What follows belongs to an exercise in optimizing a design on an open flow for small area; a production flow would make more cautious choices.
Where RTL was checked, it was by simulation tests only, not by an equivalence proof against the original.
Power figures rest on the tool's default switching activity, not on a simulated workload.

Design Segway, start of the top module:
module Segway(clk,RST_n,LED,INERT_SS_n,INERT_MOSI,
              INERT_SCLK,INERT_MISO,A2D_SS_n,A2D_MOSI,A2D_SCLK,
              A2D_MISO,PWM_rev_rght,PWM_frwrd_rght,PWM_rev_lft,
              PWM_frwrd_lft,piezo_n,piezo,INT,RX);
Settings: LEC_CHECK=0, CAP_MARGIN=20, CORE_MARGIN=2, CORE_UTILIZATION=40, SLEW_MARGIN=20; clock period 12.0 ns.
run.sh (not shown) runs the stock make flow with config.mk's settings and CLKGATE_MAP_FILE= SYNTH_SCRIPT=/design/flow/synth_recipe.tcl, a recipe that flattens the netlist after the stock synthesis.
The baseline passed the timing, DRC and antenna checks.
==> next run, changes <==
CORE_UTILIZATION = 60   (was 40)
CTS_BUF_LIST = sky130_fd_sc_hd__clkbuf_4   (was default)
Clock-buffer cell count grows by 65.
Sequential power is about the same.
Non-clock buffer count shrinks by 5.
Maximum frequency stays flat.
Combinational power shrinks by about 2%.
First-iteration DRC count shrinks by 4.4%.
Routed wire length grows by 1.3%.
Register-to-register slack barely changes.
Power shrinks by 4.0%.
Utilization grows by 22 points.
Synthesized area stays the same.
==> next run, changes <==
CTS_BUF_LIST = default   (was sky130_fd_sc_hd__clkbuf_4)
Worst setup slack gets worse by 0.038 ns.
Power rises by 5.3%.
Die area does not change.
Area after synthesis does not change.
Cell area is about the same.
Via count falls by 2.3%.
Synthesized cell count does not change.
Sequential share of layout area is about the same.
First-iteration DRC count rises by 4.8%.
Global-route usage falls by 0.39 points.
Wire length falls by 0.97%.

Segway, a different RTL version from the one above (not shown whole).
Size in the first run: about 1,800 cells after synthesis, ~290 flip-flops, roughly 26 I/O pins, ~0.019 mm² of cells after synthesis.
==> flow/design.v (excerpt) <==
module Segway(clk,RST_n,LED,INERT_SS_n,INERT_MOSI,
              INERT_SCLK,INERT_MISO,A2D_SS_n,A2D_MOSI,A2D_SCLK,
              A2D_MISO,PWM_rev_rght,PWM_frwrd_rght,PWM_rev_lft,
              PWM_frwrd_lft,piezo_n,piezo,INT,RX);
clock: 12.0 ns
lec_check: 0
cap_margin: 20
core_margin: 2
core_utilization: 75
cts_buf_list: sky130_fd_sc_hd__clkbuf_8
cts_cluster_diameter: 60
cts_cluster_size: 16
slew_margin: 20
Then changed:
Settings changed: CORE_UTILIZATION 75 to 82.
Effect: Clock power went down by 6.9%. Routed wire length went up by 8.1%. Final area went down by 0.94%. Area after synthesis stays the same. Maximum frequency hardly moves. Hold slack barely changes. Combinational power went up by about 2%. Utilization went up by 7.5 points. Final cell count went down by 2.5%. Total power went down by 2.4%.

Segway, a different RTL version from the one above (not shown whole).
Size in the first run: roughly 290 flip-flops, roughly 26 I/O pins.
Design Segway, start of the top module:
module Segway(clk,RST_n,LED,INERT_SS_n,INERT_MOSI,
              INERT_SCLK,INERT_MISO,A2D_SS_n,A2D_MOSI,A2D_SCLK,
              A2D_MISO,PWM_rev_rght,PWM_frwrd_rght,PWM_rev_lft,
              PWM_frwrd_lft,piezo_n,piezo,INT,RX);
clock: 12.0 ns
lec_check: 0
cap_margin: 20
core_margin: 2
core_utilization: 78
cts_buf_list: sky130_fd_sc_hd__clkbuf_8
cts_cluster_diameter: 60
cts_cluster_size: 16
slew_margin: 20
Edit:
--- a/flow/config.mk
+++ b/flow/config.mk
@@ -9,3 +9,3 @@
 export CORE_MARGIN = 2
-export CORE_UTILIZATION = 78
+export CORE_UTILIZATION = 82
 export CTS_BUF_LIST = sky130_fd_sc_hd__clkbuf_8
Synthesized cell count stays the same.
Design area decreases by 0.98%.
Clock skew decreases by 0.0063 ns.

Segway, a different RTL version from the one above (not shown whole).
Size: ~300 flip-flops, about 26 I/O pins, about 0.019 mm^2 of cells after synthesis.
make LEC_CHECK=0 CAP_MARGIN=20 CORE_MARGIN=2 CORE_UTILIZATION=75 CTS_BUF_LIST=sky130_fd_sc_hd__clkbuf_8 CTS_CLUSTER_DIAMETER=60 CTS_CLUSTER_SIZE=16 SLEW_MARGIN=20 finish   # period 12.0 ns
Then changed:
Settings changed: CORE_UTILIZATION 75 to 60.
Maximum frequency goes up slightly.
Total power is higher slightly.
Synthesized area is unchanged.
Sequential power barely changes.
First-iteration DRC count fell by a quarter to a third.
Global-route usage went down by 5.5 points.
Non-clock buffer count came out higher by 7.
Function was not checked in any run of this note: the RTL went through the layout flow alone.

== job 5676 ==
Another version of the RTL of Segway (not shown whole).
For scale: about 1800 cells after synthesis, ~300 flip-flops, about 26 I/O pins.
Design Segway, start of the top module:
module Segway(clk,RST_n,LED,INERT_SS_n,INERT_MOSI,
              INERT_SCLK,INERT_MISO,A2D_SS_n,A2D_MOSI,A2D_SCLK,
              A2D_MISO,PWM_rev_rght,PWM_frwrd_rght,PWM_rev_lft,
              PWM_frwrd_lft,piezo_n,piezo,INT,RX);
clock: 12.0 ns
lec_check: 0
cap_margin: 20
core_margin: 2
core_utilization: 70
cts_buf_list: sky130_fd_sc_hd__clkbuf_8
cts_cluster_diameter: 60
cts_cluster_size: 16
gpl_routability_driven: 0
gpl_timing_driven: 0
slew_margin: 20
Job 5676 completed end to end with timing, DRC and antenna clean.
The following lists how job 3667 was set up differently from job 5676:
Settings: CORE_UTILIZATION: 70 -> 75; GPL_TIMING_DRIVEN: 0 -> unset; GPL_ROUTABILITY_DRIVEN: 0 -> unset.
### Flow results
- Job 3667: global-route wire length before repair lower than job 5676
- [compare] base=job 5676 new=job 3667: standard cell core area decreased 8.3%, number of clock-tree buffers in the layout level, worst setup slack after layout -130 ps, cell area dropped about 2.8%.
- Delta (job 3667 minus job 5676): post-CTS setup-driven buffer insertion count dropped 8, total power after layout went down 0.050 mW, synthesized-area fraction occupied by and/or/nand/nor cells closely matched the old numbers.
- Going from job 5676 to job 3667, hold slack +8.9 ps, global-route total usage across every layer increased by 1.6 points relative to the old numbers.
> inputs changed (job 3667 -> job 9132)
Settings: changing CORE_UTILIZATION from 75 to 60.
Results
- Job 9132 against job 3667: worst-case setup margin in the final layout increased by 150 ps relative to the old numbers, critical-path maximum fanout decreased by 2 relative to the old numbers.
- Job 9132: total chip power is about 0.9% higher than what job 3667 reported.
- Cell at the slowest stage of the critical path: fa_2 -> job 9132, fa_1 -> job 3667
- From job 3667 to job 9132 the numbers moved as follows: total leakage power comparable, required time at the endpoint of the critical path went up 20 ps.
Input changes introduced in job 3535 (baseline for comparison: job 9132):
Settings: a change of CTS_CLUSTER_SIZE from 16 to 20; a change of CORE_UTILIZATION from 60 to 70.
### Flow results
On leakage component of the power, job 9132 and job 3535 are neck and neck. The lower clock share of power came out of job 3535. Looking at total of plain and repair buffers excluding clock buffers, job 3535 sits 2 higher than job 9132 does. Required arrival time at the worst endpoint delta (job 3535 -> job 9132): insignificant. Number of buffers added to fix hold violations after cts: job 3535 vs job 9132, no meaningful difference. | wire length | job 3535 vs job 9132 | ≈ equal |. Job 9132 → job 3535: layout overhead on the synthesized area went down; worst setup slack shows a reduction of 64 ps.

Segway, a different RTL version from the one above (not shown whole).
For scale: roughly 300 flip-flops, roughly 0.019 sq mm of cells after synthesis.
clock: 12.0 ns
lec_check: 0
cap_margin: 20
core_margin: 2
core_utilization: 60
cts_buf_list: sky130_fd_sc_hd__clkbuf_8
cts_cluster_diameter: 60
cts_cluster_size: 16
slew_margin: 20
The starting point ran to the end with no violations.
Rerun with:
Settings changed: CORE_UTILIZATION 60 to 75.
=>
- The new run completed with no timing, DRC or antenna violations
- critical path depth decreases by 1
- worst hold slack gets better by 0.0040 ns
- via count increases by 2.3%
- count of clock-buffer cells in the layout decreases by 4
- first-iteration DRC count increases by 42%
- non-clock buffer count decreases by 2
- die area decreases by 20%
- synthesized cell count stays the same
